Background: an optimization exercise with open tools, aiming at small area. Do not read the settings as production practice. The RTL was checked by simulation tests, not by an equivalence proof against the original design. Power is estimated from default activity; no workload was simulated.

== lane 1 ==
==> module ALU32Bit, before the edit <==
module ALU32Bit(zero, carryOut, result, a, b, op);
	input [31:0] a, b;
	input [2:0] op;
	output [31:0] result;
	output zero, carryOut;
	wire sub = op[2];
	wire [31:0] bx = b ^ {32{sub}};
	wire [31:0] g = a & bx;
	wire [31:0] p = a ^ bx;
	wire G0_0 = g[0] | (p[0] & sub);
	wire G1_1 = g[1] | (p[1] & G0_0);
	wire G1_3 = g[3] | (p[3] & g[2]);
	wire P1_3 = p[3] & p[2];
	wire G1_5 = g[5] | (p[5] & g[4]);
	wire P1_5 = p[5] & p[4];
	wire G1_7 = g[7] | (p[7] & g[6]);
	wire P1_7 = p[7] & p[6];
	wire G1_9 = g[9] | (p[9] & g[8]);
	wire P1_9 = p[9] & p[8];
	wire G1_11 = g[11] | (p[11] & g[10]);
	wire P1_11 = p[11] & p[10];
	wire G1_13 = g[13] | (p[13] & g[12]);
	wire P1_13 = p[13] & p[12];
	wire G1_15 = g[15] | (p[15] & g[14]);
	wire P1_15 = p[15] & p[14];
	wire G1_17 = g[17] | (p[17] & g[16]);
	wire P1_17 = p[17] & p[16];
	wire G1_19 = g[19] | (p[19] & g[18]);
	wire P1_19 = p[19] & p[18];
	wire G1_21 = g[21] | (p[21] & g[20]);
	wire P1_21 = p[21] & p[20];
	wire G1_23 = g[23] | (p[23] & g[22]);
	wire P1_23 = p[23] & p[22];
	wire G1_25 = g[25] | (p[25] & g[24]);
	wire P1_25 = p[25] & p[24];
	wire G1_27 = g[27] | (p[27] & g[26]);
	wire P1_27 = p[27] & p[26];
	wire G1_29 = g[29] | (p[29] & g[28]);
	wire P1_29 = p[29] & p[28];
	wire G1_31 = g[31] | (p[31] & g[30]);
	wire P1_31 = p[31] & p[30];
	wire G2_3 = G1_3 | (P1_3 & G1_1);
	wire G2_7 = G1_7 | (P1_7 & G1_5);
	wire P2_7 = P1_7 & P1_5;
	wire G2_11 = G1_11 | (P1_11 & G1_9);
	wire P2_11 = P1_11 & P1_9;
	wire G2_15 = G1_15 | (P1_15 & G1_13);
	wire P2_15 = P1_15 & P1_13;
	wire G2_19 = G1_19 | (P1_19 & G1_17);
	wire P2_19 = P1_19 & P1_17;
	wire G2_23 = G1_23 | (P1_23 & G1_21);
	wire P2_23 = P1_23 & P1_21;
	wire G2_27 = G1_27 | (P1_27 & G1_25);
	wire P2_27 = P1_27 & P1_25;
	wire G2_31 = G1_31 | (P1_31 & G1_29);
	wire P2_31 = P1_31 & P1_29;
	wire G3_7 = G2_7 | (P2_7 & G2_3);
	wire G3_15 = G2_15 | (P2_15 & G2_11);
	wire P3_15 = P2_15 & P2_11;
	wire G3_23 = G2_23 | (P2_23 & G2_19);
	wire P3_23 = P2_23 & P2_19;
	wire G3_31 = G2_31 | (P2_31 & G2_27);
	wire P3_31 = P2_31 & P2_27;
	wire G4_15 = G3_15 | (P3_15 & G3_7);
	wire G4_31 = G3_31 | (P3_31 & G3_23);
	wire P4_31 = P3_31 & P3_23;
	wire G5_31 = G4_31 | (P4_31 & G4_15);
	wire G6_23 = G3_23 | (P3_23 & G4_15);
	wire G7_11 = G2_11 | (P2_11 & G3_7);
	wire G7_19 = G2_19 | (P2_19 & G4_15);
	wire G7_27 = G2_27 | (P2_27 & G6_23);
	wire G8_5 = G1_5 | (P1_5 & G2_3);
	wire G8_9 = G1_9 | (P1_9 & G3_7);
	wire G8_13 = G1_13 | (P1_13 & G7_11);
	wire G8_17 = G1_17 | (P1_17 & G4_15);
	wire G8_21 = G1_21 | (P1_21 & G7_19);
	wire G8_25 = G1_25 | (P1_25 & G6_23);
	wire G8_29 = G1_29 | (P1_29 & G7_27);
	wire G9_2 = g[2] | (p[2] & G1_1);
	wire G9_4 = g[4] | (p[4] & G2_3);
	wire G9_6 = g[6] | (p[6] & G8_5);
	wire G9_8 = g[8] | (p[8] & G3_7);
	wire G9_10 = g[10] | (p[10] & G8_9);
	wire G9_12 = g[12] | (p[12] & G7_11);
	wire G9_14 = g[14] | (p[14] & G8_13);
	wire G9_16 = g[16] | (p[16] & G4_15);
	wire G9_18 = g[18] | (p[18] & G8_17);
	wire G9_20 = g[20] | (p[20] & G7_19);
	wire G9_22 = g[22] | (p[22] & G8_21);
	wire G9_24 = g[24] | (p[24] & G6_23);
	wire G9_26 = g[26] | (p[26] & G8_25);
	wire G9_28 = g[28] | (p[28] & G7_27);
	wire G9_30 = g[30] | (p[30] & G8_29);
	wire [32:0] c;
	assign c[0] = sub;
	assign c[1] = G0_0;
	assign c[2] = G1_1;
	assign c[3] = G9_2;
	assign c[4] = G2_3;
	assign c[5] = G9_4;
	assign c[6] = G8_5;
	assign c[7] = G9_6;
	assign c[8] = G3_7;
	assign c[9] = G9_8;
	assign c[10] = G8_9;
	assign c[11] = G9_10;
	assign c[12] = G7_11;
	assign c[13] = G9_12;
	assign c[14] = G8_13;
	assign c[15] = G9_14;
	assign c[16] = G4_15;
	assign c[17] = G9_16;
	assign c[18] = G8_17;
	assign c[19] = G9_18;
	assign c[20] = G7_19;
	assign c[21] = G9_20;
	assign c[22] = G8_21;
	assign c[23] = G9_22;
	assign c[24] = G6_23;
	assign c[25] = G9_24;
	assign c[26] = G8_25;
	assign c[27] = G9_26;
	assign c[28] = G7_27;
	assign c[29] = G9_28;
	assign c[30] = G8_29;
	assign c[31] = G9_30;
	assign c[32] = G5_31;
	wire [31:0] s = p ^ c[31:0];
	wire cout = c[32];
	wire logic_op = ~op[1] & ~op[2];
	wire arith = op[1] & ~op[0];
	wire slt = op[2] & op[1] & op[0];
	wire or_op = logic_op & op[0];
	wire z = ~arith & ~or_op;
	wire [31:0] y = ({32{arith}} & c[31:0]) | ({32{logic_op}} & g) | ({32{z}} & p);
	assign result = (p ^ y) | {31'b0, slt & ~cout};
	assign carryOut = arith & (cout ^ sub);
	assign zero = ~|result;
endmodule
Settings: LEC_CHECK=0, CAP_MARGIN=20, CORE_MARGIN=2, CORE_UTILIZATION=40, SLEW_MARGIN=20; clock period 5.0 ns.
standard.sh (not shown) runs the stock make flow with config.mk's settings and CLKGATE_MAP_FILE= SYNTH_SCRIPT=/design/flow/synth_recipe.tcl, a recipe that flattens the netlist after the stock synthesis.
==> flow/flow/run.sh <==
#!/bin/bash
# Standard ORFS layout with three changes: synthesis maps the logic with
# an area-oriented ABC script (flow/synth.abc) in place of ORFS's speed
# script (the registers come out as in the standard synthesis), the port
# buffers use the smallest buffer, and CTS builds its tree from clkbuf_4
# without dummy loads.
set -euo pipefail
export BUFFER_PORTS_ARGS="-buffer_cell sky130_fd_sc_hd__buf_1"
export CTS_ARGS="-sink_clustering_enable -repair_clock_nets -dont_use_dummy_load -buf_list sky130_fd_sc_hd__clkbuf_4"
export MY_ABC_SCRIPT=$PWD/flow/synth.abc
# synth_recipe.tcl with ORFS's ABC script swapped for flow/synth.abc
{
  head -n 1 synth_recipe.tcl
  cat flow/abc_override.tcl
  tail -n +2 synth_recipe.tcl
} > my_synth.tcl
sed -e "s#$PWD/synth_recipe.tcl#$PWD/my_synth.tcl#g" standard.sh > my_standard.sh
grep -q my_synth.tcl my_standard.sh
bash my_standard.sh finish > standard_flow.log 2>&1
==> flow/flow/abc_override.tcl <==
proc abc {args} {
  set i [lsearch -exact $args -script]
  if { $i >= 0 } { lset args [expr {$i + 1}] $::env(MY_ABC_SCRIPT) }
  yosys abc {*}$args
}
==> flow/flow/synth.abc <==
&get -n
&st
&dch
&nf -R 0 -p -E 100
&put
Input-level comparison between lane 2 and lane 1:
--- a/flow/design.v
+++ b/flow/design.v
@@ -139,8 +139,7 @@
 	wire arith = op[1] & ~op[0];
 	wire slt = op[2] & op[1] & op[0];
-	wire or_op = logic_op & op[0];
-	wire z = ~arith & ~or_op;
-	wire [31:0] y = ({32{arith}} & c[31:0]) | ({32{logic_op}} & g) | ({32{z}} & p);
-	assign result = (p ^ y) | {31'b0, slt & ~cout};
+	wire ep = arith | (logic_op & op[0]);
+	assign result = (({32{ep}} & p) ^ (({32{arith}} & c[31:0]) | ({32{logic_op}} & g)))
+		| {31'b0, slt & ~cout};
 	assign carryOut = arith & (cout ^ sub);
 	assign zero = ~|result;
[summary]
Total power of lane 2 is lower than that of lane 1. On headroom to the max-slew limit, lane 1 beats lane 2. Diff lane 1 and lane 2: cell depth of the worst setup path lower in lane 1. Looking only at required time at the worst-slack endpoint, and setting everything else aside, the lower value of lane 1 and lane 2 goes to lane 1. STATUS cell leakage power: lane 2 loses against lane 1. Lane 2 vs. lane 1: final standard cell utilization of the core -0.17 points; via count moved down; detailed-route vias per instance went down by 0.24. First-pass detailed-route iteration total (lower): lane 1. Design area essentially unchanged between lane 1 and lane 2. Relative to lane 1, worst ir drop on vdd increased by 10 uV in lane 2. There was hardly any difference in sequential share of layout area between lane 2 and lane 1. Area after synthesis of lane 2 exceeds that of lane 1 slightly. Looking only at minimum setup slack in the final design, and setting everything else aside, the higher value of lane 1 and lane 2 goes to lane 2.

port drivers added, routing unchanged:
The results above use ideal ports. As a check the final layouts listed here were re-extracted and re-timed, cells and wires unchanged. Step 1 (the two cells are an assumption about what drives the block):
set clk [get_ports {clock}]
set_driving_cell -lib_cell sky130_fd_sc_hd__clkbuf_16 $clk
set_driving_cell -lib_cell sky130_fd_sc_hd__buf_2 [delete_from_list [all_inputs] $clk]
Step 2, shift: input delay + t, output delay - t, t = (earliest + latest rising clock arrival at the registers) / 2. This alone moves slack from input paths to output paths. a / b / c = ideal ports / drivers / drivers and shift; a / b = the first two.
run	shift t [ns]	setup slack, ns	hold WS [ns]
lane 1	0.410	0.827 / 0.833 / 0.422	0.291 / 0.291 / 0.291
lane 2	0.409	0.880 / 0.887 / 0.478	0.312 / 0.312 / 0.312
After both steps setup and hold are still met in every run listed. The setup slack of lane 1, which loses most, moves by +0.006 ns with the drivers and by -0.405 ns with both steps.
